This is an optimization exercise on Yosys and OpenROAD, whose aim is small area and a short achievable clock period, not a production implementation.
RTL that was checked went through simulation tests only; none was proved equivalent to the original.
Function not checked in runs 2 and 3: the RTL went through the layout flow alone.
No run shown here takes its clock network from TritonCTS; it comes from the design's own scripts or RTL.
No driver is modelled on the clock port, so clock power and skew are understated where the tree is cut down; a real chip needs a root buffer or a tree.
Power figures rest on the tool's default switching activity, not on a simulated workload.

<file path="design/flow/constraint.sdc">
create_clock -name core_clock -period 16.0 [get_ports {clk}]
set_input_delay 3.2000 -clock core_clock [delete_from_list [all_inputs] [get_ports {clk}]]
set_output_delay 3.2000 -clock core_clock [all_outputs]
set_load 0.01 [all_outputs]
</file>
<file path="design/flow/flow/run.sh">
#!/bin/bash
# Own layout flow: the standard synthesis (standard.sh synth, unchanged),
# then ORFS's standard layout steps, except that the clock tree is built by
# flow/cts.tcl (a balanced two-level tree: the clock port drives 4 buffers,
# each drives 2 leaf buffers, each leaf drives 1/8 of the flip-flops), and
# with
#  - timing repair aimed below the 16 ns clock (setup margin in margin.txt),
#  - resizing free to change cell footprints (drive strengths),
#  - plain buf_1 buffers (not delay cells) on all the ports.
# Each step's full output goes to a log file in this folder.
set -uo pipefail
HERE=$(pwd)
MARGIN=$(cat flow/margin.txt 2>/dev/null || echo 11.9)
VARS=(SETUP_SLACK_MARGIN=$MARGIN MATCH_CELL_FOOTPRINT=0
      "BUFFER_PORTS_ARGS=-buffer_cell sky130_fd_sc_hd__buf_1")
bash standard.sh synth > synth.log 2>&1 || { tail -50 synth.log; exit 1; }
bash standard.sh "${VARS[@]}" place > place.log 2>&1 || { tail -50 place.log; exit 1; }
export RESULTS_DIR=$HERE/orfs/results/sky130hd/FP_Adder/base
export PLATFORM_DIR=$FLOW_HOME/platforms/sky130hd
export LIB_FILE=$PLATFORM_DIR/lib/sky130_fd_sc_hd__tt_025C_1v80.lib
export MARGIN CTS_LEAVES=8
openroad -no_init -exit flow/cts.tcl > cts.log 2>&1 || { tail -50 cts.log; exit 1; }
cp $RESULTS_DIR/4_1_cts.odb $RESULTS_DIR/4_cts.odb
touch $RESULTS_DIR/4_cts.sdc
bash standard.sh "${VARS[@]}" finish > layout.log 2>&1 || { tail -50 layout.log; exit 1; }
tail -5 layout.log
</file>
<file path="design/flow/design.v">
`timescale 1ns / 1ps
module gen_register( clk, rst, data_in, data_out, write_en  );
	parameter WORD_SIZE = 32 ;
	input wire clk, rst, write_en;
	input wire [WORD_SIZE-1:0] data_in;
	output reg [WORD_SIZE-1:0] data_out;
always @ (posedge rst or posedge clk ) begin
	if ( rst ) begin
		data_out <= { WORD_SIZE {1'b0} };
	end else begin
		if(write_en)
			data_out <= data_in;
	end
end
endmodule
`timescale 1ns / 1ps
module fp_adder_stage1
	(
		input  wire [31:0] n1,
		input  wire [31:0] n2,
		output wire [7:0]  exp_a,
		output wire [23:0] sig_a,
		output wire [23:0] sig_b_sh,
		output wire        sign_a,
		output wire        sub
	);
	wire [7:0] e1 = n1[30:23];
	wire [7:0] e2 = n2[30:23];
	wire [23:0] m1 = {|e1, n1[22:0]};
	wire [23:0] m2 = {|e2, n2[22:0]};
	wire [8:0] d12 = {1'b0, e1} - {1'b0, e2};
	wire [7:0] d21 = e2 - e1;
	wire       swap = d12[8];              
	wire [7:0] sh = d12[7] ? d21 : d12[7:0];
	wire       big = sh[7] | sh[6] | sh[5] | (sh[4] & sh[3]);    
	assign exp_a  = swap ? e2 : e1;
	assign sig_a  = swap ? m2 : m1;
	assign sign_a = swap ? n2[31] : n1[31];
	assign sub    = n1[31] ^ n2[31];
	wire [23:0] sig_b = swap ? m1 : m2;
	wire [23:0] s0 = sh[4] ? {16'd0, sig_b[23:16]} : sig_b;
	wire [23:0] s1 = sh[3] ? {8'd0, s0[23:8]} : s0;
	wire [23:0] s2 = sh[2] ? {4'd0, s1[23:4]} : s1;
	wire [23:0] s3 = sh[1] ? {2'd0, s2[23:2]} : s2;
	wire [23:0] s4 = sh[0] ? {1'd0, s3[23:1]} : s3;
	assign sig_b_sh = big ? 24'd0 : s4;
endmodule
`timescale 1ns / 1ps
module fp_adder_stage2
	(
		input  wire [23:0] sig_a,
		input  wire [23:0] sig_b_sh,
		input  wire        sign_a,
		input  wire        sub,
		output wire [24:0] mag,
		output wire        sign
	);
	wire [23:0] b = sig_b_sh ^ {24{sub}};
	wire [23:0] g0 = sig_a & b;
	wire [23:0] p0 = sig_a ^ b;
	wire [24*6-1:0] g;
	wire [24*6-1:0] p;
	assign g[23:0] = g0;
	assign p[23:0] = p0;
	genvar k, i;
	generate
		for (k = 0; k < 5; k = k + 1) begin : lvl
			for (i = 0; i < 24; i = i + 1) begin : bt
				if ((i >> k) & 1) begin : node
					localparam integer J = ((i >> k) << k) - 1;
					assign g[24*(k+1)+i] = g[24*k+i] | (p[24*k+i] & g[24*k+J]);
					assign p[24*(k+1)+i] = p[24*k+i] & p[24*k+J];
				end else begin : pass
					assign g[24*(k+1)+i] = g[24*k+i];
					assign p[24*(k+1)+i] = p[24*k+i];
				end
			end
		end
	endgenerate
	wire [23:0] G = g[24*5 +: 24];
	wire [23:0] P = p[24*5 +: 24];
	wire cout  = G[23];
	wire force_ = sub & ~|sig_b_sh & sig_a[23];
	wire cin   = sub & cout & ~force_;
	wire [23:0] c = {G[22:0], 1'b0} | ({P[22:0], 1'b1} & {24{cin}});
	wire [23:0] s = p0 ^ c;
	wire inv = sub & ~cin;
	assign mag  = {~sub & cout, s ^ {24{inv}}};
	assign sign = sign_a ^ (sub & ~cout);
endmodule
`timescale 1ns / 1ps
module fp_adder_stage3
	(
		input  wire [24:0] mag,
		input  wire        sign,
		input  wire [7:0]  exp_a1,
		input  wire        live,
		output wire [31:0] result
	);
	wire [31:0] x = {mag, 7'd0};
	wire [15:0] v0;
	wire [15:0] c0;
	wire [7:0]  v1;
	wire [15:0] c1;
	wire [3:0]  v2;
	wire [11:0] c2;
	wire [1:0]  v3;
	wire [7:0]  c3;
	genvar j;
	generate
		for (j = 0; j < 16; j = j + 1) begin : l0
			assign v0[j] = x[2*j+1] | x[2*j];
			assign c0[j] = ~x[2*j+1];
		end
		for (j = 0; j < 8; j = j + 1) begin : l1
			assign v1[j] = v0[2*j+1] | v0[2*j];
			assign c1[2*j +: 2] = v0[2*j+1] ? {1'b0, c0[2*j+1]} : {1'b1, c0[2*j]};
		end
		for (j = 0; j < 4; j = j + 1) begin : l2
			assign v2[j] = v1[2*j+1] | v1[2*j];
			assign c2[3*j +: 3] = v1[2*j+1] ? {1'b0, c1[2*(2*j+1) +: 2]} : {1'b1, c1[2*(2*j) +: 2]};
		end
		for (j = 0; j < 2; j = j + 1) begin : l3
			assign v3[j] = v2[2*j+1] | v2[2*j];
			assign c3[4*j +: 4] = v2[2*j+1] ? {1'b0, c2[3*(2*j+1) +: 3]} : {1'b1, c2[3*(2*j) +: 3]};
		end
	endgenerate
	wire       nz = v3[1] | v3[0];
	wire [4:0] lz = v3[1] ? {1'b0, c3[7:4]} : {1'b1, c3[3:0]};
	wire [24:0] n1 = lz[4] ? {mag[8:0], 16'd0} : mag;
	wire [24:0] n2 = lz[3] ? {n1[16:0], 8'd0} : n1;
	wire [24:0] n3 = lz[2] ? {n2[20:0], 4'd0} : n2;
	wire [24:0] n4 = lz[1] ? {n3[22:0], 2'd0} : n3;
	wire [24:0] n5 = lz[0] ? {n4[23:0], 1'd0} : n4;
	wire [7:0] exp_r = exp_a1 - {3'd0, lz};
	wire kill = ~nz | ~live;
	assign result = kill ? 32'd0 : {sign, exp_r, n5[23:1]};
endmodule
`timescale 1ns / 1ps
module FP_Adder
	#(
		parameter FP_SIZE = 32,
		parameter FRAC_SIZE = 23,
		parameter EXP_SIZE = 8
	)
	(
		input clk,
		input rst,
		input enable,
		input[FP_SIZE-1:0]  N1,
		input[FP_SIZE-1:0]  N2,
		input wire valid,
		output reg[FP_SIZE-1:0] result
	);
	reg [31:0] r_n1;
	reg [31:0] r_n2;
	reg        r_valid;
	reg        r_en;
	always @(posedge clk) begin
		r_n1    <= N1;
		r_n2    <= N2;
		r_valid <= valid;
	end
	always @(posedge clk or posedge rst) begin
		if (rst) r_en <= 1'b0;
		else     r_en <= enable;
	end
	wire [7:0]  a_exp_d;
	wire [23:0] a_sig_d;
	wire [23:0] a_bsh_d;
	wire        a_sa_d, a_sub_d;
	fp_adder_stage1 stage_1 (
		.n1(r_n1), .n2(r_n2),
		.exp_a(a_exp_d), .sig_a(a_sig_d), .sig_b_sh(a_bsh_d),
		.sign_a(a_sa_d), .sub(a_sub_d));
	reg [7:0]  a_exp;
	reg [23:0] a_sig;
	reg [23:0] a_bsh;
	reg        a_sa, a_sub;
	reg        a_live;
	always @(posedge clk) begin
		if (r_en) begin
			a_exp <= a_exp_d;
			a_sig <= a_sig_d;
			a_bsh <= a_bsh_d;
			a_sa  <= a_sa_d;
			a_sub  <= a_sub_d;
		end
	end
	always @(posedge clk or posedge rst) begin
		if (rst)       a_live <= 1'b0;
		else if (r_en) a_live <= r_valid;
	end
	wire [24:0] b_mag_d;
	wire        b_sign_d;
	fp_adder_stage2 stage_2 (
		.sig_a(a_sig), .sig_b_sh(a_bsh), .sign_a(a_sa), .sub(a_sub),
		.mag(b_mag_d), .sign(b_sign_d));
	reg [24:0] b_mag;
	reg        b_sign;
	reg [7:0]  b_exp;       
	reg        b_live;
	always @(posedge clk) begin
		if (r_en) begin
			b_mag  <= b_mag_d;
			b_sign <= b_sign_d;
			b_exp  <= a_exp + 8'd1;
		end
	end
	always @(posedge clk or posedge rst) begin
		if (rst)       b_live <= 1'b0;
		else if (r_en) b_live <= a_live;
	end
	wire [31:0] c_result;
	fp_adder_stage3 stage3 (
		.mag(b_mag), .sign(b_sign), .exp_a1(b_exp), .live(b_live),
		.result(c_result));
	always @(posedge clk or posedge rst) begin
		if (rst)       result <= 'd0;
		else if (r_en) result <= c_result;
	end
endmodule
</file>
<file path="design/flow/config.mk">
export PLATFORM = sky130hd
export DESIGN_NAME = FP_Adder
export DESIGN_NICKNAME = FP_Adder
export VERILOG_FILES = /design/flow/design.v
export SDC_FILE = /design/flow/constraint.sdc
export NUM_CORES = 4
export LEC_CHECK = 0
export CAP_MARGIN = 20
export CORE_MARGIN = 2
export CORE_UTILIZATION = 65
export SLEW_MARGIN = 20
</file>
<file path="design/flow/flow/cts.tcl">
# Clock tree step, in place of ORFS's CTS: a two-level tree built by hand.
# The clock port drives M level-1 buffers; each drives the leaf buffers
# nearest it; each leaf buffer drives one cluster of flip-flops (balanced
# k-means on the placed positions, so every leaf has the same number of
# flip-flops and every flip-flop goes through the same two buffers).
# Then, as ORFS's CTS step does: legalise, repair setup and hold timing,
# legalise, and write 4_1_cts.odb and 4_cts.sdc.
set R $::env(RESULTS_DIR)
read_db $R/3_place.odb
read_liberty $::env(LIB_FILE)
read_sdc $R/3_place.sdc
source $::env(PLATFORM_DIR)/setRC.tcl
set_dont_use [get_lib_cells {sky130_fd_sc_hd__probe_p_8 sky130_fd_sc_hd__probec_p_8 sky130_fd_sc_hd__lpflow_*}]

proc bkmeans { pts K } {
  set n [llength $pts]
  set xs [lsort -real [lmap s $pts {lindex $s 1}]]
  set ys [lsort -real [lmap s $pts {lindex $s 2}]]
  set mx [expr {([lindex $xs 0] + [lindex $xs end]) / 2.0}]
  set my [expr {([lindex $ys 0] + [lindex $ys end]) / 2.0}]
  set rx [expr {([lindex $xs end] - [lindex $xs 0]) / 4.0}]
  set ry [expr {([lindex $ys end] - [lindex $ys 0]) / 4.0}]
  set cx {}; set cy {}
  for {set k 0} {$k < $K} {incr k} {
    set ang [expr {2 * 3.14159265 * ($k + 0.5) / $K}]
    lappend cx [expr {$mx + $rx * cos($ang)}]
    lappend cy [expr {$my + $ry * sin($ang)}]
  }
  set cap [expr {int(ceil(double($n) / $K))}]
  for {set iter 0} {$iter < 30} {incr iter} {
    set pairs {}
    set i 0
    foreach s $pts {
      for {set k 0} {$k < $K} {incr k} {
        lappend pairs [list [expr {abs([lindex $s 1] - [lindex $cx $k]) + abs([lindex $s 2] - [lindex $cy $k])}] $i $k]
      }
      incr i
    }
    set pairs [lsort -real -index 0 $pairs]
    set assign [lrepeat $n -1]
    set cnt [lrepeat $K 0]
    foreach p $pairs {
      lassign $p d i k
      if {[lindex $assign $i] >= 0 || [lindex $cnt $k] >= $cap} continue
      lset assign $i $k
      lset cnt $k [expr {[lindex $cnt $k] + 1}]
    }
    set sx [lrepeat $K 0.0]; set sy [lrepeat $K 0.0]
    set i 0
    foreach s $pts {
      set k [lindex $assign $i]
      lset sx $k [expr {[lindex $sx $k] + [lindex $s 1]}]
      lset sy $k [expr {[lindex $sy $k] + [lindex $s 2]}]
      incr i
    }
    for {set k 0} {$k < $K} {incr k} {
      if {[lindex $cnt $k] > 0} {
        lset cx $k [expr {[lindex $sx $k] / [lindex $cnt $k]}]
        lset cy $k [expr {[lindex $sy $k] / [lindex $cnt $k]}]
      }
    }
  }
  return [list $assign $cx $cy $cnt]
}

# two-level tree: the clock port drives M level-1 buffers, each driving
# K/M leaf buffers near it, each driving one cluster of flip-flops
proc build_clock_tree2 { K M leafcell l1cell } {
  set block [ord::get_db_block]
  set db [ord::get_db]
  set clk_net [$block findNet clk]
  set sinks {}
  foreach it [$clk_net getITerms] {
    set bb [[$it getInst] getBBox]
    lappend sinks [list $it [expr {([$bb xMin] + [$bb xMax]) / 2.0}] [expr {([$bb yMin] + [$bb yMax]) / 2.0}]]
  }
  lassign [bkmeans $sinks $K] assign cx cy cnt
  puts "clock tree: [llength $sinks] sinks in $K clusters: $cnt"
  set leaves {}
  for {set k 0} {$k < $K} {incr k} { lappend leaves [list $k [lindex $cx $k] [lindex $cy $k]] }
  lassign [bkmeans $leaves $M] lassign_ lx ly lcnt
  puts "level 1: $M buffers over leaves: $lcnt"
  set l1nets {}
  for {set m 0} {$m < $M} {incr m} {
    set inst [odb::dbInst_create $block [$db findMaster $l1cell] "clkbuf_l1_$m"]
    $inst setLocation [expr {int([lindex $lx $m])}] [expr {int([lindex $ly $m])}]
    $inst setPlacementStatus PLACED
    set net [odb::dbNet_create $block "clknet_l1_$m"]
    $net setSigType CLOCK
    [$inst findITerm A] connect $clk_net
    [$inst findITerm X] connect $net
    lappend l1nets $net
  }
  for {set k 0} {$k < $K} {incr k} {
    set inst [odb::dbInst_create $block [$db findMaster $leafcell] "clkbuf_leaf_$k"]
    $inst setLocation [expr {int([lindex $cx $k])}] [expr {int([lindex $cy $k])}]
    $inst setPlacementStatus PLACED
    set net [odb::dbNet_create $block "clknet_leaf_$k"]
    $net setSigType CLOCK
    [$inst findITerm A] connect [lindex $l1nets [lindex $lassign_ $k]]
    [$inst findITerm X] connect $net
    set i 0
    foreach s $sinks {
      if {[lindex $assign $i] == $k} {
        set it [lindex $s 0]
        $it disconnect
        $it connect $net
      }
      incr i
    }
  }
}

build_clock_tree2 $::env(CTS_LEAVES) 4 sky130_fd_sc_hd__clkbuf_16 sky130_fd_sc_hd__clkbuf_16
global_connect
set_placement_padding -global -left 0 -right 0
detailed_placement
set_propagated_clock [all_clocks]
estimate_parasitics -placement
report_clock_skew
report_clock_latency
repair_timing -setup_margin $::env(MARGIN) -hold_margin 0 -repair_tns 100 -verbose
detailed_placement
check_placement -verbose
estimate_parasitics -placement
report_worst_slack -max
report_worst_slack -min
write_db $R/4_1_cts.odb
write_sdc -no_timestamp $R/4_cts.sdc
</file>
<file path="design/flow/flow/margin.txt">
11.8
</file>
<file path="design/flow/standard.sh">
#!/bin/bash
# synth_recipe.tcl (not shown) runs the flow's synth.tcl, then flattens the netlist and writes it again
# the make line also repeats each setting of config.mk as NAME=value (left out here)
make -C /OpenROAD-flow-scripts/flow DESIGN_CONFIG=/design/flow/config.mk WORK_HOME=/design/flow/orfs CLKGATE_MAP_FILE= SYNTH_SCRIPT=/design/flow/synth_recipe.tcl "${@:-finish}"
</file>
==> metrics.yaml, run 1 <==
routing:
  wl_per_cell_um: 18.4
  drt-pass1-iter-count: 5
  ant_nets: 0
  via_per_inst: 6.05
  drt_iter0_drc: 784
  drc: 0
  num_vias: 8635
  wirelength_um: 26200
global_routing:
  first_global_vias: 8095
  antenna_found_initial: 0
  grt_pass1_wl_um: 41900
  grt_max_degree: 70
  grt_use_total_pct: 28.5
  overflow: 0
die:
  die_y_um: 135
  ioPinCount: 100
  fp-row-count: 47
  die_w_um: 135
  start_util_pct: 66.7
  die_area_mm2: 0.0181
  core_area_mm2: 0.0166
setup_path:
  end_kind: "output port"
  slowest_delay_ns: 0.40
  crit_family: "flip-flops"
  cp_data_required_time_ns: 12.80
  critPathBufInv: 1
  critPathSlowestCell: "dfrtp_1"
  critical_path_cell_count: 1
  critical_path_arrival_ns: 0.85
  critPathKind: "reg -> out"
  critPathMaxFanout: 2
  crit_chain: "buf_1"
  cp-start-kind: "register"
  r2r_cells: 11
power:
  netSwitchingPower_uw: 706
  p_per_area_mw_per_mm2: 150
  intPower_mw: 1.11
  switching_share_pct: 39.0
  comb_power_share_pct: 43.9
  p_seq_share_pct: 40.7
  power_frac_clock_pct: 15.3
  p_leak_nw: 4.87
  irDropWorstVdd_mv: 0.115
sta:
  tns_ns: 0
  hold_viol: 0
  min_period_ns: 4.05
  slew_headroom_pct: 48.2
  period_share_pct: 25.3
  setup_viol: 0
  slew_violations: 0
  clock_skew_ns: 0.0202
  tightest_slew_ns: 0.777
  rsz0062_at_grt: "no"
  fmax_mhz: 247
yosys:
  synth_cell_type_count: 73
  synth_ff_type: "edfxtp_1"
  syn_avg_cell_area_um2: 9.63
  seq_area_frac_synth_pct: 44.5
  syn_inst: 1153
  ys_async_sr_fraction_pct: 18.2
  synth-edff-count: 92
  synthesis.area_mm2: 0.0111
  ys_ff_latch: 192
  syn_nets: 1269
  synth_warnings: 1
cells_and_area:
  insertedDiodeCount: 0
  final_common_cell: "nand2_1"
  finalNetCount: 1325
  drive_gt1_share_pct: 6.79
  fin_area_mm2: 0.0121
  syn_to_final_growth_pct: 8.58
  layout_common_cells: "nand2_1 (154), buf_1 (99), edfxtp_1 (92), inv_1 (71), mux2i_1 (65)"
placed_design:
  dp_hpwl_um: 19600
  place_congestion: 0.988
  place_area_mm2: 0.0116
  port_buffers: 99
flow_run:
  maxCapViolations: 0
clock_tree:
  insertion_delay_ns: 0.30
  path_clk_slew_ns: 0.09
worst_hold_path:
  hp-class: "reg -> reg"
  whs_path_depth: 1
outcome:
  status: "complete, no violations"
==> power by group through the flow <==
stage / logic [mW] / clock network [mW] / registers (mW)
3_3_place_gp: 0.749 / 0 / 0.743
5_1_grt: 0.872 / 0.295 / 0.748
6_report: 0.797 / 0.278 / 0.739
2_1_floorplan: 0.596 / 0 / 0.708
3_5_place_dp: 0.766 / 0 / 0.743
==> cell type report <==
type                            count  area (um2)
Timing Repair Buffer              109         470
Inverter                           73         278
Multi-Input combinational cell    821        5780
Buffer                             12         300
Fill cell                        1275        4590
Sequential cell                   192        4940
Tap cell                          220         275
==> Yosys cell counts (9+ instances only) <==
cell type / n / area share (%)
nor4_1: 15 / 0.85
buf_2: 14 / 0.63
nor3_1: 22 / 0.99
ha_1: 45 / 5.1
edfxtp_1: 92 / 25
o22ai_1: 45 / 2.5
o21ai_0: 45 / 2.0
nor2b_1: 13 / 0.73
mux2_2: 17 / 1.7
nand3_1: 20 / 0.90
mux2i_1: 67 / 6.0
xnor2_1: 51 / 4.0
and2_1: 12 / 0.68
xor2_1: 35 / 2.8
inv_1: 72 / 2.4
o2bb2ai_1: 9 / 0.71
clkbuf_1: 44 / 1.5
dfrtp_1: 35 / 7.9
nor2_1: 63 / 2.1
nand2_1: 156 / 5.3
dfxtp_1: 65 / 12
a21oi_1: 59 / 2.7
a21o_1: 27 / 1.8
==> layer usage <==
layer / wire (um) / global-route usage, %
met1: 11500 / 39.7
met2: 12700 / 48.9
met3: 1420 / 2.06
met4: 693 / 7.13
met5: 0 / 0
==> flip-flops by register name, summed over array words and instances (netlist names), 8 cells and up <==
signal	cells
b_exp	8
a_sig	24
b_mag	25
a_exp	8
r_n1	32
a_bsh	24
result	32
r_n2	32
==> cells by family (layout without fill, tap and decap cells) <==
logic type	Yosys count	count (layout)	synth area share (%)
flip-flops	192	192	44.5
AO/OA/AOI/OAI	277	277	17.1
XOR/XNOR	86	86	6.79
adder cells (fa/ha/maj)	48	48	5.61
buffers and inverters	140	194	5.06
multiplexers	84	84	7.77
AND/OR/NAND/NOR	326	326	13.2
==> final timing paths <==
check,from,slack (ns),to
max in group asynchronous,rst,12.68,r_en
hold / removal,r_valid,0.49,a_live
min in group asynchronous,rst,2.96,result[22]
setup / recovery,result[2],11.95,result[2]
hold reg to reg,r_valid,0.49,a_live
setup reg to reg,r_n1[29],11.99,a_bsh[22]
==> metrics by stage <==
step,hold slack [ns],instances,setup slack (ns),power (mW),util [%]
3_3_place_gp,0.444,1414,11.53,1.49,69.6
5_1_grt,0.508,1427,11.78,1.92,72.4
6_report,0.488,1427,11.95,1.81,72.4
2_1_floorplan,0.439,1153,11.84,1.30,-
3_5_place_dp,0.463,1414,11.28,1.51,69.6
==> inputs of run 2 (changes only) <==
--- a/design/flow/design.v
+++ b/design/flow/design.v
@@ -80,11 +80,12 @@
 	wire [23:0] G = g[24*5 +: 24];
 	wire [23:0] P = p[24*5 +: 24];
-	wire cout  = G[23];
+	wire cout   = G[23];
 	wire force_ = sub & ~|sig_b_sh & sig_a[23];
-	wire cin   = sub & cout & ~force_;
-	wire [23:0] c = {G[22:0], 1'b0} | ({P[22:0], 1'b1} & {24{cin}});
-	wire [23:0] s = p0 ^ c;
-	wire inv = sub & ~cin;
-	assign mag  = {~sub & cout, s ^ {24{inv}}};
+	wire cin    = sub & cout & ~force_;
+	wire [23:0] c0 = {G[22:0], 1'b0};
+	wire [23:0] c1 = {G[22:0] | P[22:0], 1'b1};
+	wire [23:0] cx = cin ? c1 : (c0 ^ {24{sub}});
+	wire [23:0] mg = p0 ^ cx;
+	assign mag  = {~sub & cout, mg};
 	assign sign = sign_a ^ (sub & ~cout);
 endmodule
--- a/design/flow/flow/cts.tcl
+++ b/design/flow/flow/cts.tcl
@@ -112,5 +112,5 @@
 }
 
-build_clock_tree2 $::env(CTS_LEAVES) 4 sky130_fd_sc_hd__clkbuf_16 sky130_fd_sc_hd__clkbuf_16
+build_clock_tree2 $::env(CTS_LEAVES) 4 sky130_fd_sc_hd__clkbuf_16 sky130_fd_sc_hd__clkbuf_8
 global_connect
 set_placement_padding -global -left 0 -right 0
==> run 2 against run 1 <==
  * Critical endpoint is now a_bsh[4]
  * Setup slack worse by 0.052 ns
  * Fmax down 1.3%
  * Hold slack better by 0.027 ns
  * Area after synthesis up 8.8%
  * Via count up 19%
  * Sequential power down 3.5%
  * Highest routed layer unchanged
==> metrics.yaml, run 2 <==
outcome:
  status: "complete, no violations"
yosys:
  synthesis.area_mm2: 0.0121  # +8.8%
  synth_warnings: 1  # unchanged
  yosysMostFrequentCell: "nand2_1"
  synth_compound_area_share_pct: 19.6  # +2.5 points
  synth_cell_type_count: 92  # +26%
  synth_top_cell_by_area: "edfxtp_1"
  syn_nets: 1416  # +12%
  seq_area_frac_synth_pct: 40.9  # -3.6 points
  muxShareOfSynthArea_pct: 7.78  # +0.012 points
  yosysTopAreaCellShare_pct: 22.9  # -2.0 points
  synth_ff_type: "edfxtp_1"
  synth_top_family_by_area: "compound AO/OA/AOI/OAI gates"
  synth.area.top_cells: "edfxtp_1 (23%), dfxtp_1 (11%), dfrtp_1 (7.3%), mux2i_1 (5.9%), nand2_1 (5.2%)"
  syn_inst: 1299  # +13%
  ys_async_sr_fraction_pct: 18.2  # unchanged
  syn_avg_cell_area_um2: 9.30  # -3.4%
  synth_xor_area_share_pct: 4.64  # -2.1 points
  synth-edff-count: 92  # unchanged
  synthAdderAreaFrac_pct: 5.26  # -0.35 points
  ys_ff_latch: 192  # unchanged
  ys_top_cells_by_count: "nand2_1 (168), edfxtp_1 (92), inv_1 (76), mux2i_1 (71), nor2_1 (66)"
  yosys.area_share.simple_pct: 16.1  # +2.9 points
global_routing:
  grt_max_degree: 88  # +26%
  grt_use_total_pct: 30.1  # +1.6 points
  grt_pass1_wl_um: 48400  # +16%
  first_global_vias: 9336  # +15%
  antenna_found_initial: 1  # +1
  overflow: 0  # unchanged
die:
  core_area_mm2: 0.0181  # +8.7%
  die_area_mm2: 0.0197  # +8.6%
  ioPinCount: 100  # unchanged
  start_util_pct: 66.8  # +0.093 points
  die_w_um: 140  # +4.2%
  fp-row-count: 49  # +4.3%
  die_y_um: 140  # +4.2%
setup_path:
  r2r_cells: 11  # unchanged
  cp_data_required_time_ns: 16.13  # +3.33 ns
  r2r_start: "r_n1[29]"
  critPathSlowestCell: "ha_1"
  crit_family: "compound AO/OA/AOI/OAI gates"
  end_kind: "register"
  rr_endpoint: "a_bsh[4]"
  critPathBufInv: 1  # unchanged
  crit_chain: "inv_1 -> ha_1 -> a21o_1 -> a31o_1 -> or3_4 -> a41oi_4 -> nor2_4 -> a221o_1 -> nor2_2 -> nand2_1 -> o32ai_1"
  critPathKind: "reg -> reg"
  cp-start-kind: "register"
  critPathMaxFanout: 12  # +10
  reg2reg_slack_ns: 11.90  # -0.10 ns
  slowest_delay_ns: 0.46  # +0.06 ns
  critical_path_arrival_ns: 4.24  # +3.39 ns
sta:
  hold_viol: 0  # unchanged
  rsz0062_at_grt: "yes"
  tightest_slew_ns: 1.05  # +0.272 ns
  setup_viol: 0  # unchanged
  slew_violations: 0  # unchanged
  tns_ns: 0  # unchanged
  min_period_ns: 4.11  # +0.0517 ns
  fmax_mhz: 244  # -1.3%
  postLayoutSetupSlackWorst_ns: 11.90  # -0.0517 ns
  period_share_pct: 25.7  # +0.32 points
  clock_skew_ns: 0.0287  # +0.00854 ns
  slew_headroom_pct: 30.0  # -18 points
flow_run:
  maxCapViolations: 0  # unchanged
routing:
  wl_per_cell_um: 19.6  # +6.4%
  wirelength_um: 30900  # +18%
  drt-pass1-iter-count: 7  # +2
  num_vias: 10200  # +19%
  drc: 0  # unchanged
  ant_nets: 0  # unchanged
  via_per_inst: 6.47  # +7.0%
  drt_iter0_drc: 1031  # +32%
power:
  p_leak_nw: 5.20  # +6.7%
  irDropWorstVdd_mv: 0.105  # -8.8%
  p_per_area_mw_per_mm2: 136  # -9.7%
placed_design:
  place_ws_ns: 11.63  # +0.353 ns
  port_buffers: 99  # unchanged
  dp_hpwl_um: 22600  # +16%
  place_congestion: 0.962  # -2.7%
worst_hold_path:
  hold_start: "r_valid"
  whs_path_depth: 1  # unchanged
  min_to: "a_live"
  hp-class: "reg -> reg"
cells_and_area:
  reg_top3: "r_n1 x32, r_n2 x32, result x32"
  drive_gt1_share_pct: 6.66  # -0.13 points
  finalNetCount: 1470  # +11%
  fillers: 1413  # +11%
  final_common_cell: "nand2_1"
  syn_to_final_growth_pct: 6.92
  utilization_pct: 71.4  # -1.0 points
  layout_common_cells: "nand2_1 (166), buf_1 (99), edfxtp_1 (92), inv_1 (76), mux2i_1 (69)"
clock_tree:
  insertion_delay_ns: 0.32  # +0.02 ns
  path_clk_slew_ns: 0.10  # about the same
## run 2: changes by cell type after synthesis, moves of 8 or more
cell and change:
xnor2_1 -32, nand3_1 +27, o21ai_0 +15, nand2_1 +12
a41oi_1 +11, buf_2 +11, clkbuf_1 -11, xor2_1 +10
a22oi_1 +9, a21o_1 -8
## run 2: cells by family after synthesis
family,count (synthesis)
fa+ha+maj,49
mux,90
compound gates,338
simple gates,408
xor+xnor,64
flops,192
buf+inv,158
## run 2: final cells by class
cell class | instances | area [um2] | area share, %
Antenna cell | 1 | 2.50 | 0.0194
Buffer | 12 | 255 | 1.98
Inverter | 80 | 300 | 2.33
Multi-Input combinational cell | 951 | 6620 | 51.2
Sequential cell | 192 | 4940 | 38.3
Tap cell | 229 | 287 | 2.22
Timing Repair Buffer | 116 | 510 | 3.95
## run 2: per-layer routing
layer / vias to the layer above / track usage (%) / part of all wire (%)
met4: 0 / 8.77 / 3.3
met2: 442 / 49.7 / 48
met1: 4833 / 41.8 / 42
li1: 4881 / - / -
met5: - / 0 / 0
met3: 77 / 4.21 / 7.3
## run 2: metrics by stage
stage | cell area, um2 | hold WS, ns | total power [mW] | cells
3_3_place_gp | 12500 | 0.487 | 1.45 | 1561
2_1_floorplan | 12100 | 0.439 | 1.28 | 1299
6_report | 12900 | 0.515 | 1.75 | 1581
3_5_place_dp | 12500 | 0.516 | 1.47 | 1561
5_1_grt | 12900 | 0.538 | 1.86 | 1580
## run 2: worst max path at each step
stage | from | depth (start not counted) | endpoint
final | r_n1[29] | 11 | a_bsh[4]
after global routing | r_n1[29] | 11 | a_bsh[2]
after detailed placement | r_n1[27] | 13 | a_bsh[15]
after global placement | r_n1[27] | 13 | a_bsh[15]
after floorplan | rst | 1 | a_live
## run 2: power breakdown
group	switching [mW]	total, mW	internal (mW)	leakage, nW
logic	0.467	0.781	0.314	3.18
clock network	0.147	0.260	0.114	0.127
registers	0.0919	0.713	0.621	1.89
==> inputs of run 3 (changes only) <==
--- a/design/flow/design.v
+++ b/design/flow/design.v
@@ -54,4 +54,5 @@
 		input  wire        sub,
 		output wire [24:0] mag,
+		output wire        inv,
 		output wire        sign
 	);
@@ -80,12 +81,11 @@
 	wire [23:0] G = g[24*5 +: 24];
 	wire [23:0] P = p[24*5 +: 24];
-	wire cout   = G[23];
+	wire cout  = G[23];
 	wire force_ = sub & ~|sig_b_sh & sig_a[23];
-	wire cin    = sub & cout & ~force_;
-	wire [23:0] c0 = {G[22:0], 1'b0};
-	wire [23:0] c1 = {G[22:0] | P[22:0], 1'b1};
-	wire [23:0] cx = cin ? c1 : (c0 ^ {24{sub}});
-	wire [23:0] mg = p0 ^ cx;
-	assign mag  = {~sub & cout, mg};
+	wire cin   = sub & cout & ~force_;
+	wire [23:0] c = {G[22:0], 1'b0} | ({P[22:0], 1'b1} & {24{cin}});
+	wire [23:0] s = p0 ^ c;
+	assign inv = sub & ~cin;
+	assign mag  = {~sub & cout, s};
 	assign sign = sign_a ^ (sub & ~cout);
 endmodule
@@ -93,5 +93,6 @@
 module fp_adder_stage3
 	(
-		input  wire [24:0] mag,
+		input  wire [24:0] mag_x,
+		input  wire        inv,
 		input  wire        sign,
 		input  wire [7:0]  exp_a1,
@@ -99,4 +100,5 @@
 		output wire [31:0] result
 	);
+	wire [24:0] mag = {mag_x[24], mag_x[23:0] ^ {24{inv}}};
 	wire [31:0] x = {mag, 7'd0};
 	wire [15:0] v0;
@@ -176,5 +178,5 @@
 		.sign_a(a_sa_d), .sub(a_sub_d));
 	reg [7:0]  a_exp;
-	reg [23:0] a_sig;
+	reg [22:0] a_sig;       
 	reg [23:0] a_bsh;
 	reg        a_sa, a_sub;
@@ -183,5 +185,5 @@
 		if (r_en) begin
 			a_exp <= a_exp_d;
-			a_sig <= a_sig_d;
+			a_sig <= a_sig_d[22:0];
 			a_bsh <= a_bsh_d;
 			a_sa  <= a_sa_d;
@@ -195,8 +197,10 @@
 	wire [24:0] b_mag_d;
 	wire        b_sign_d;
+	wire        b_inv_d;
 	fp_adder_stage2 stage_2 (
-		.sig_a(a_sig), .sig_b_sh(a_bsh), .sign_a(a_sa), .sub(a_sub),
-		.mag(b_mag_d), .sign(b_sign_d));
-	reg [24:0] b_mag;
+		.sig_a({|a_exp, a_sig}), .sig_b_sh(a_bsh), .sign_a(a_sa), .sub(a_sub),
+		.mag(b_mag_d), .inv(b_inv_d), .sign(b_sign_d));
+	reg [24:0] b_mag;       
+	reg        b_inv;
 	reg        b_sign;
 	reg [7:0]  b_exp;       
@@ -205,4 +209,5 @@
 		if (r_en) begin
 			b_mag  <= b_mag_d;
+			b_inv  <= b_inv_d;
 			b_sign <= b_sign_d;
 			b_exp  <= a_exp + 8'd1;
@@ -215,5 +220,5 @@
 	wire [31:0] c_result;
 	fp_adder_stage3 stage3 (
-		.mag(b_mag), .sign(b_sign), .exp_a1(b_exp), .live(b_live),
+		.mag_x(b_mag), .inv(b_inv), .sign(b_sign), .exp_a1(b_exp), .live(b_live),
 		.result(c_result));
 	always @(posedge clk or posedge rst) begin
==> run 3 against run 2 <==
  * Clock skew decreased by 0.0073 ns
  * Sequential share of layout area decreased by 0.72 points
  * Fmax rose by 0.64%
  * Largest power group unchanged
  * Area after synthesis grew 1.1%
  * Still clean on timing, DRC and antenna
  * Via count decreased by 0.77%
  * Die area up 1.1%
  * Hold slack worse by 0.038 ns
  * Wire length shrank 0.55%
  * Synthesized cell count increased by 1.8%
==> metrics.yaml, run 3 <==
outcome:
  status: "complete, no violations"
sta:
  slew_headroom_pct: 46.9  # +17 points
  tns_ns: 0  # unchanged
  slew_violations: 0  # unchanged
  clock_skew_ns: 0.0214  # -0.00734 ns
  min_period_ns: 4.08  # -0.0260 ns
  fmax_mhz: 245  # +0.64%
  rsz0062_at_grt: "yes"
  setup_viol: 0  # unchanged
  hold_viol: 0  # unchanged
  tightest_slew_ns: 0.797  # -0.253 ns
  period_share_pct: 25.5  # -0.16 points
  postLayoutSetupSlackWorst_ns: 11.92  # +0.0260 ns
power:
  p_per_area_mw_per_mm2: 136  # +0.27%
  intPower_mw: 1.06  # +1.1%
  netSwitchingPower_uw: 733  # +3.9%
  comb_power_share_pct: 45.6  # +1.1 points
  p_leak_nw: 5.38  # +3.4%
  irDropWorstVdd_mv: 0.101  # -4.3%
  switching_share_pct: 40.9  # +0.65 points
  total_power_mw: 1.79  # +2.2%
  power_frac_clock_pct: 14.2  # -0.6 points
  p_seq_share_pct: 40.2  # -0.5 points
routing:
  drc: 0  # unchanged
  ant_nets: 0  # unchanged
  drt_iter0_drc: 701  # -32%
  wl_met1_um: 12300  # -4.5%
  wirelength_um: 30800  # -0.55%
  via_per_inst: 6.28  # -3.0%
  wl_met2_um: 15000  # +1.8%
  num_vias: 10200  # -0.77%
  met3_length_um: 1720  # -23%
  top_layer_used: "met5"
  wl_per_cell_um: 19.0  # -2.8%
  drt-pass1-iter-count: 5  # -2
global_routing:
  antenna_found_initial: 1  # unchanged
  first_global_vias: 9422  # +0.92%
  overflow: 0  # unchanged
  grt_use_total_pct: 30.0  # -0.10 points
  grt_max_degree: 73  # -17%
  grt_pass1_wl_um: 48300  # -0.34%
cells_and_area:
  finalNetCount: 1504  # +2.3%
  final_common_cell: "nand2_1"
  reg_top3: "r_n1 x32, r_n2 x32, result x32"
  seqCellArea_mm2: 0.00494  # unchanged
  multi_input_area_mm2: 0.00668  # +1.0%
  fillers: 1496  # +5.9%
  utilization_pct: 70.8  # -0.57 points
  insertedDiodeCount: 0  # -1
  layout_common_cells: "nand2_1 (176), buf_1 (99), edfxtp_1 (92), inv_1 (79), nor2_1 (72)"
  drive_gt1_share_pct: 7.66  # +1.0 points
  syn_to_final_growth_pct: 7.74
yosys:
  synth_ff_type: "edfxtp_1"
  synth_cell_type_count: 95  # +3.3%
  ys_ff_latch: 192  # unchanged
  ys_async_sr_fraction_pct: 18.2  # unchanged
  syn_nets: 1441  # +1.8%
  syn_inst: 1323  # +1.8%
  synth-edff-count: 92  # unchanged
  syn_avg_cell_area_um2: 9.23  # -0.70%
  synth.area.top_cells: "edfxtp_1 (23%), dfxtp_1 (11%), dfrtp_1 (7.2%), nand2_1 (5.5%), ha_1 (4.7%)"
  ys_top_cells_by_count: "nand2_1 (178), edfxtp_1 (92), inv_1 (79), nor2_1 (72), a21oi_1 (68)"
  synthesis.area_mm2: 0.0122  # +1.1%
  synth_warnings: 1  # unchanged
  seq_area_frac_synth_pct: 40.4  # -0.46 points
  synth_top_cell_by_area: "edfxtp_1"
  yosysMostFrequentCell: "nand2_1"
  yosysTopAreaCellShare_pct: 22.6  # -0.26 points
setup_path:
  cp-start-kind: "register"
  r2r_cells: 12  # +1
  critical_path_cell_count: 1  # -10
  critPathSlowestCell: "dfrtp_1"
  crit_family: "flip-flops"
  critPathMaxFanout: 2  # -10
  cp_data_required_time_ns: 12.80  # -3.33 ns
  end_kind: "output port"
  slowest_delay_ns: 0.41  # -0.05 ns
  critical_path_arrival_ns: 0.88  # -3.36 ns
  r2r_start: "r_n1[24]"
  startpoint: "result[30]"
  critPathBufInv: 1  # unchanged
  critPathKind: "reg -> out"
  crit_chain: "buf_1"
worst_hold_path:
  whs_path_depth: 1  # unchanged
  hold_start: "r_valid"
  hp-class: "reg -> reg"
die:
  ioPinCount: 100  # unchanged
  die_y_um: 141  # +0.55%
  fp-row-count: 50  # +2.0%
  start_util_pct: 65.7  # -1.0 points
  die_w_um: 141  # +0.55%
  core_area_mm2: 0.0186  # +2.7%
  die_area_mm2: 0.0199  # +1.1%
clock_tree:
  path_clk_slew_ns: 0.10  # about the same
  insertion_delay_ns: 0.31  # about the same
placed_design:
  port_buffers: 99  # unchanged
  place_ws_ns: 11.36  # -0.264 ns
  place_congestion: 0.986  # +2.5%
  dp_hpwl_um: 22900  # +0.94%
flow_run:
  maxCapViolations: 0  # unchanged
[run 3: power groups by stage]
stage / clock network, mW / registers (mW) / logic, mW
2_1_floorplan: 0 / 0.697 / 0.605
3_3_place_gp: 0 / 0.728 / 0.771
3_5_place_dp: 0 / 0.728 / 0.779
5_1_grt: 0.275 / 0.732 / 0.895
6_report: 0.255 / 0.720 / 0.817
[run 3: worst register-to-register path, stage by stage (launching register included)]
cell,delay [ns]
dfxtp_1,0.43
inv_1,0.13
ha_1,0.32
nor2b_1,0.13
o21ai_0,0.28
nand2_1,0.25
o31a_1,0.51
a21oi_2,0.44
buf_4,0.24
nand2_1,0.08
o2111ai_2,0.29
nand2b_1,0.39
a2bb2o_2,0.32
[run 3: stage by stage]
step | cells | hold slack, ns | area [um2]
after floorplan | 1323 | 0.439 | 12200
after global placement | 1590 | 0.444 | 12600
after detailed placement | 1590 | 0.458 | 12600
after global routing | 1618 | 0.485 | 13200
final | 1618 | 0.477 | 13200
[run 3: area by class of cell]
class | count | share of cell area [%]
buffer | 12 | 1.94
inverter | 83 | 2.52
multi-input combinational | 966 | 50.8
sequential | 192 | 37.6
tap | 234 | 2.22
timing repair buffer | 131 | 4.99
[run 3: logic make-up (layout without fill, tap and decap cells)]
logic type      after synthesis  in the layout  synth area share, %
simple gates                406            407                 15.6
buf+inv                     166            226                 5.87
fa+ha+maj                    50             50                 5.37
mux                          66             66                 5.86
xor+xnor                     87             87                 6.45
compound gates              356            356                 20.4
flops                       192            192                 40.4
[run 3: worst paths after layout]
| path | endpoint | slack, ns |
|---|---|---|
| max in group asynchronous | r_en | 12.69 |
| setup reg to reg | a_bsh[3] | 11.96 |
| setup / recovery | result[30] | 11.92 |
| hold / removal | a_live | 0.48 |
| hold reg to reg | a_live | 0.48 |
| min in group asynchronous | result[27] | 2.96 |
[run 3: routing by layer]
metal  global-route usage (%)  vias to the layer above
li1                         -                     4920
met1                     37.3                     4744
met2                     52.9                      387
met3                     2.92                      101
met4                     14.0                        2
met5                        0                        -

==> afterwards: timing with drivers on the ports <==
How much do the figures lean on ideal ports? The routed layouts below were timed once more, with nothing changed but the port constraints.
Step 1: set_driving_cell puts a clkbuf_16 on clk and a buf_2 on each other input, an assumption about the parent block.
Step 2 times the ports against the registers' clock, not the clock port: input delays grow and output delays shrink by t, the midpoint of the rising clock arrivals with the driver on.
a / b / c = ideal / step 1 / step 2; a / b = the first two.
run	t (ns)	setup slack, ns	cell pins on the clock port's net
run 1	0.386	11.947 / 11.853 / 11.994	4
run 2	0.386	11.895 / 11.852 / 11.895	4
run 3	0.385	11.921 / 11.836 / 11.964	4
After both steps setup and hold are still met in every run listed.
